Background: an optimization exercise with open tools, aiming at small area. Do not read the settings as production practice.
The RTL was checked by simulation tests, not by an equivalence proof against the original design.
The flow treats the clock pin as an ideal source, which a real chip does not have.
No activity file was given, so power comes from the tool's default toggle rates.

Design ALU_top, start of the top module:
module ALU_top(
    input clk,
    input [31:0] a,
    input [31:0] b,
    input [3:0] f,
    output reg [31:0] y,
    output reg [3:0] zero
    );
clock: 4.5 ns
lec_check: 0
cap_margin: 20
core_margin: 2
core_utilization: 70
slew_margin: 20
synth_hierarchical: 1
synth_minimum_keep_size: 1
standard.sh (not shown) runs the stock make flow with config.mk's settings and CLKGATE_MAP_FILE= SYNTH_SCRIPT=/design/flow/synth_recipe.tcl, a recipe that flattens the netlist after the stock synthesis.
==> flow/flow/run.sh <==
#!/bin/bash
# The standard layout (standard.sh), with these changes:
#  - synthesis maps to the x1 (or x0) size of every cell: the platform's
#    don't-use list plus the larger sizes (flow/synth_dont_use.txt); ABC
#    otherwise upsizes the one-gate modules for a load they do not have.
#    Placement and timing repair may still use every size;
#  - the port buffers are the smallest buffer cell (buf_1);
#  - clock tree: clkbuf_4 buffers and no dummy loads, then each clock buffer
#    is sized to the smallest clkbuf that keeps the slew at the flip-flop
#    clock pins under 120 ps (flow/clk_size.tcl).
# Each step's output goes to a log file of its own here; ORFS's own logs are
# under orfs/logs.
set -euo pipefail
R=orfs/results/sky130hd/ALU_top/base
bash standard.sh synth "DONT_USE_CELLS=$(cat flow/synth_dont_use.txt)" > synth.log 2>&1
export BUFFER_PORTS_ARGS="-buffer_cell sky130_fd_sc_hd__buf_1"
export CTS_ARGS="-sink_clustering_enable -repair_clock_nets -dont_use_dummy_load -buf_list sky130_fd_sc_hd__clkbuf_4"
bash standard.sh cts > place_cts.log 2>&1
ODB_IN=$R/4_cts.odb ODB_OUT=$R/4_cts.odb SDC_IN=$R/4_cts.sdc \
  LIB=$FLOW_HOME/platforms/sky130hd/lib/sky130_fd_sc_hd__tt_025C_1v80.lib \
  PLATFORM_DIR=$FLOW_HOME/platforms/sky130hd CLK_SLEW_TARGET=0.120 CLK_ROOT_SLEW_TARGET=0.25 \
  openroad -no_splash -exit flow/clk_size.tcl > clk_size.log 2>&1
bash standard.sh > route_finish.log 2>&1
Other scripts of this flow, unchanged in this note and not shown: flow/flow/clk_size.tcl, flow/flow/synth_dont_use.txt
The first run went through all stages and came out clean.
Then changed:
- CAP_MARGIN: 20 -> 0
- SLEW_MARGIN: 20 -> 0
Combinational power stays flat; register-to-register slack is about the same; via count is unchanged; area after synthesis stays the same; synthesized cell count does not change; first-iteration DRC count stays the same; total power does not change; sequential power hardly moves; final area is unchanged.
Then changed:
- CAP_MARGIN: 0 -> 20
- CORE_UTILIZATION: 70 -> 40
- SLEW_MARGIN: 0 -> 20
The changed run ran to the end with no violations.
Utilization goes down by 36 points.
Die area grows by 71%.
Area after synthesis does not change.
Sequential power stays flat.
Non-clock buffer count does not change.
Wire length fell by 0.48%.
Cell area came out higher by 1.8%.
Hold slack is better by 0.020 ns.
Via count is lower by 5.8%.

---

ALU_top again, from the RTL that the note above started with.
clock: 4.5 ns
lec_check: 0
cap_margin: 20
core_margin: 2
core_utilization: 70
slew_margin: 20
synth_hierarchical: 1
synth_minimum_keep_size: 1
==> flow/flow/run.sh <==
#!/bin/bash
# The standard layout (standard.sh), with these changes:
#  - synthesis maps to the x1 (or x0) size of every cell: the platform's
#    don't-use list plus the larger sizes (flow/synth_dont_use.txt); ABC
#    otherwise upsizes the one-gate modules for a load they do not have.
#    Placement and timing repair may still use every size;
#  - the port buffers are the smallest buffer cell (buf_1);
#  - clock tree: clkbuf_8 buffers and no dummy loads.
# Each step's output goes to a log file of its own here; ORFS's own logs are
# under orfs/logs.
set -euo pipefail
bash standard.sh synth "DONT_USE_CELLS=$(cat flow/synth_dont_use.txt)" > synth.log 2>&1
export BUFFER_PORTS_ARGS="-buffer_cell sky130_fd_sc_hd__buf_1"
export CTS_ARGS="-sink_clustering_enable -repair_clock_nets -dont_use_dummy_load -buf_list sky130_fd_sc_hd__clkbuf_8"
bash standard.sh > layout.log 2>&1
Other scripts of this flow, unchanged in this note and not shown: flow/flow/synth_dont_use.txt
The baseline completed without violations.
Next try:
Settings changed: CORE_UTILIZATION 70 to 40.
Effect:
- The new run finished with timing, DRC and antenna clean
- core utilization fell by 36 points
- cell count rose by 11%
- register-to-register slack improved by 0.19 ns
- global-route usage is lower by 13 points
- clock-buffer cell count is unchanged
- via count went down by 6.3%

---

## job 104
Starting RTL as in the previous note.
export LEC_CHECK = 0
export CAP_MARGIN = 20
export CORE_MARGIN = 2
export CORE_UTILIZATION = 40
export SLEW_MARGIN = 20
export SYNTH_HIERARCHICAL = 1
export SYNTH_MINIMUM_KEEP_SIZE = 1
create_clock -name core_clock -period 4.5 [get_ports {clk}]
Scripts as last shown in full above: flow/flow/run.sh
Other scripts of this flow, unchanged in this note and not shown: flow/flow/synth_dont_use.txt
For job 104, the flow was terminated by a tool error in 1_2_yosys and produced no final design.
Here is what was changed in the inputs of job 105 compared with job 104.
- CORE_UTILIZATION changed from 40 to 70
--- a/flow/flow/run.sh
+++ b/flow/flow/run.sh
@@ -7,3 +7,3 @@
 #  - the port buffers are the smallest buffer cell (buf_1);
-#  - clock tree: clkbuf_8 buffers and no dummy loads.
+#  - clock tree: clkbuf_4 buffers and no dummy loads.
 # Each step's output goes to a log file of its own here; ORFS's own logs are
@@ -13,3 +13,3 @@
 export BUFFER_PORTS_ARGS="-buffer_cell sky130_fd_sc_hd__buf_1"
-export CTS_ARGS="-sink_clustering_enable -repair_clock_nets -dont_use_dummy_load -buf_list sky130_fd_sc_hd__clkbuf_8"
+export CTS_ARGS="-sink_clustering_enable -repair_clock_nets -dont_use_dummy_load -buf_list sky130_fd_sc_hd__clkbuf_4"
 bash standard.sh > layout.log 2>&1
--- outcome ---
For job 105, the flow was terminated by a tool error in 1_2_yosys and produced no final design.

---

== yarrow ==
Another version of the RTL of ALU_top (not shown whole).
For scale: roughly 370 cells after synthesis, roughly 100 flip-flops, roughly 110 I/O pins.
==> flow/config.mk <==
export PLATFORM = sky130hd
export DESIGN_NAME = ALU_top
export DESIGN_NICKNAME = ALU_top
export VERILOG_FILES = /design/flow/design.v
export SDC_FILE = /design/flow/constraint.sdc
export NUM_CORES = 4
export LEC_CHECK = 0
export CAP_MARGIN = 20
export CORE_MARGIN = 2
export CORE_UTILIZATION = 80
export SLEW_MARGIN = 20
export SYNTH_HIERARCHICAL = 1
export SYNTH_MINIMUM_KEEP_SIZE = 1
==> flow/constraint.sdc <==
create_clock -name core_clock -period 4.5 [get_ports {clk}]
set_input_delay 0.9000 -clock core_clock [delete_from_list [all_inputs] [get_ports {clk}]]
set_output_delay 0.9000 -clock core_clock [all_outputs]
set_load 0.01 [all_outputs]
==> flow/flow/run.sh <==
#!/bin/bash
# The standard layout (standard.sh), with these changes:
#  - synthesis maps to the x1 (or x0) size of every cell: the platform's
#    don't-use list plus the larger sizes (flow/synth_dont_use.txt); ABC
#    otherwise upsizes the one-gate modules for a load they do not have.
#    Placement and timing repair may still use every size;
#  - the port buffers are the smallest buffer cell (buf_1);
#  - clock tree: clkbuf_4 buffers and no dummy loads, then each clock buffer
#    is sized to the smallest clkbuf that keeps the slew at the flip-flop
#    clock pins under 120 ps (flow/clk_size.tcl).
# Each step's output goes to a log file of its own here; ORFS's own logs are
# under orfs/logs.
set -euo pipefail
R=orfs/results/sky130hd/ALU_top/base
bash standard.sh synth "DONT_USE_CELLS=$(cat flow/synth_dont_use.txt)" > synth.log 2>&1
export BUFFER_PORTS_ARGS="-buffer_cell sky130_fd_sc_hd__buf_1"
export CTS_ARGS="-sink_clustering_enable -repair_clock_nets -dont_use_dummy_load -buf_list sky130_fd_sc_hd__clkbuf_4"
bash standard.sh cts > place_cts.log 2>&1
ODB_IN=$R/4_cts.odb ODB_OUT=$R/4_cts.odb SDC_IN=$R/4_cts.sdc \
  LIB=$FLOW_HOME/platforms/sky130hd/lib/sky130_fd_sc_hd__tt_025C_1v80.lib \
  PLATFORM_DIR=$FLOW_HOME/platforms/sky130hd CLK_SLEW_TARGET=0.120 CLK_ROOT_SLEW_TARGET=0.25 \
  openroad -no_splash -exit flow/clk_size.tcl > clk_size.log 2>&1
bash standard.sh > route_finish.log 2>&1
Other scripts of this flow, unchanged in this note and not shown: flow/flow/clk_size.tcl, flow/flow/synth_dont_use.txt
As the logs show, yarrow stopped at global routing after a tool error, so it never reached the end of the flow.
Edits applied to the flow inputs when going from yarrow to ember:
Settings: CORE_UTILIZATION: 80 -> 70.
Results
- ember: no failed stages, no open violations at the end
- yarrow did not run to completion, as it errored out during global routing.
- Going from yarrow to ember, placer congestion estimate rose about 2.4%; die extent in x rose about 6.5%.
- yarrow → ember: effective utilization at floorplan decreased by 11 points relative to the old numbers; instance area after placement ~0 delta.
- Going from yarrow to ember, maximum level of the CTS H-tree about even; setup slack at placement rose 0.22 ns; post-detailed-placement half-perimeter wirelength fell 17%.
- From yarrow to ember, xor/xnor cell area share of the yosys netlist did not move at all.
Changes in maple relative to ember:
Settings: CORE_UTILIZATION changed from 70 to 55.
Notes after the runs:
- Comparing global-route usage for ember and maple, the bigger number came from ember.
- maple vs ember — die outline area climbed by more than a quarter
- maple | stages: all done | timing, DRC, antenna: all pass
- Between maple and ember, the largest clock skew in the final design figures differ only marginally.
- The final reports for maple and ember show die extent in y higher in the former.
- The share of final layout cell area taken by clock buffers and inverters of maple and that of ember are within noise of each other.
- The CTS clock-pin slew for the worst setup and hold paths on ember is in line with that on maple.
- Cmp ember and maple / slack of the critical path / lower: ember
- Any difference in cell area power density between maple and ember is small enough to ignore.
- In maple, the wire length came out 1.1% above the value in ember.
- Relative to ember, the fraction of area in multi-input gates of maple is lower by 0.64 points.

==> separate check: timing with driven ports <==
No port has a modelled driver above. Below, the same layouts with a new extraction and two added sets of constraints. Step 1 (the two cells are an assumption about what drives the block):
set clk [get_ports {clk}]
set_driving_cell -lib_cell sky130_fd_sc_hd__clkbuf_16 $clk
set_driving_cell -lib_cell sky130_fd_sc_hd__buf_2 [delete_from_list [all_inputs] $clk]
Step 2 adds t to the input delays and takes it off the output delays; t is the mean of the earliest and latest rising clock arrival at the registers after step 1. Input paths then give back, and output paths get back, about the clock's delay inside the block. Three values: no drivers, after step 1, after step 2; two values: the first two.
| run | shift t [ns] | setup WS [ns] | worst register clock-pin slew, ns |
|---|---|---|---|
| the first run of note 1 | 0.448 | 0.315 / 0.315 / 0.315 | 0.11 / 0.11 |
| the second run of note 1 | 0.448 | 0.315 / 0.315 / 0.315 | 0.11 / 0.11 |
| the third run of note 1 | 0.437 | 0.336 / 0.336 / 0.336 | 0.11 / 0.11 |
| the first run of note 2 | 0.377 | 0.208 / 0.208 / 0.208 | 0.08 / 0.08 |
| the second run of note 2 | 0.372 | 0.399 / 0.399 / 0.399 | 0.09 / 0.09 |
| ember | 0.443 | 0.413 / 0.413 / 0.413 | 0.12 / 0.12 |
| maple | 0.453 | 0.428 / 0.428 / 0.428 | 0.11 / 0.11 |
After both steps every run listed still meets setup and hold.
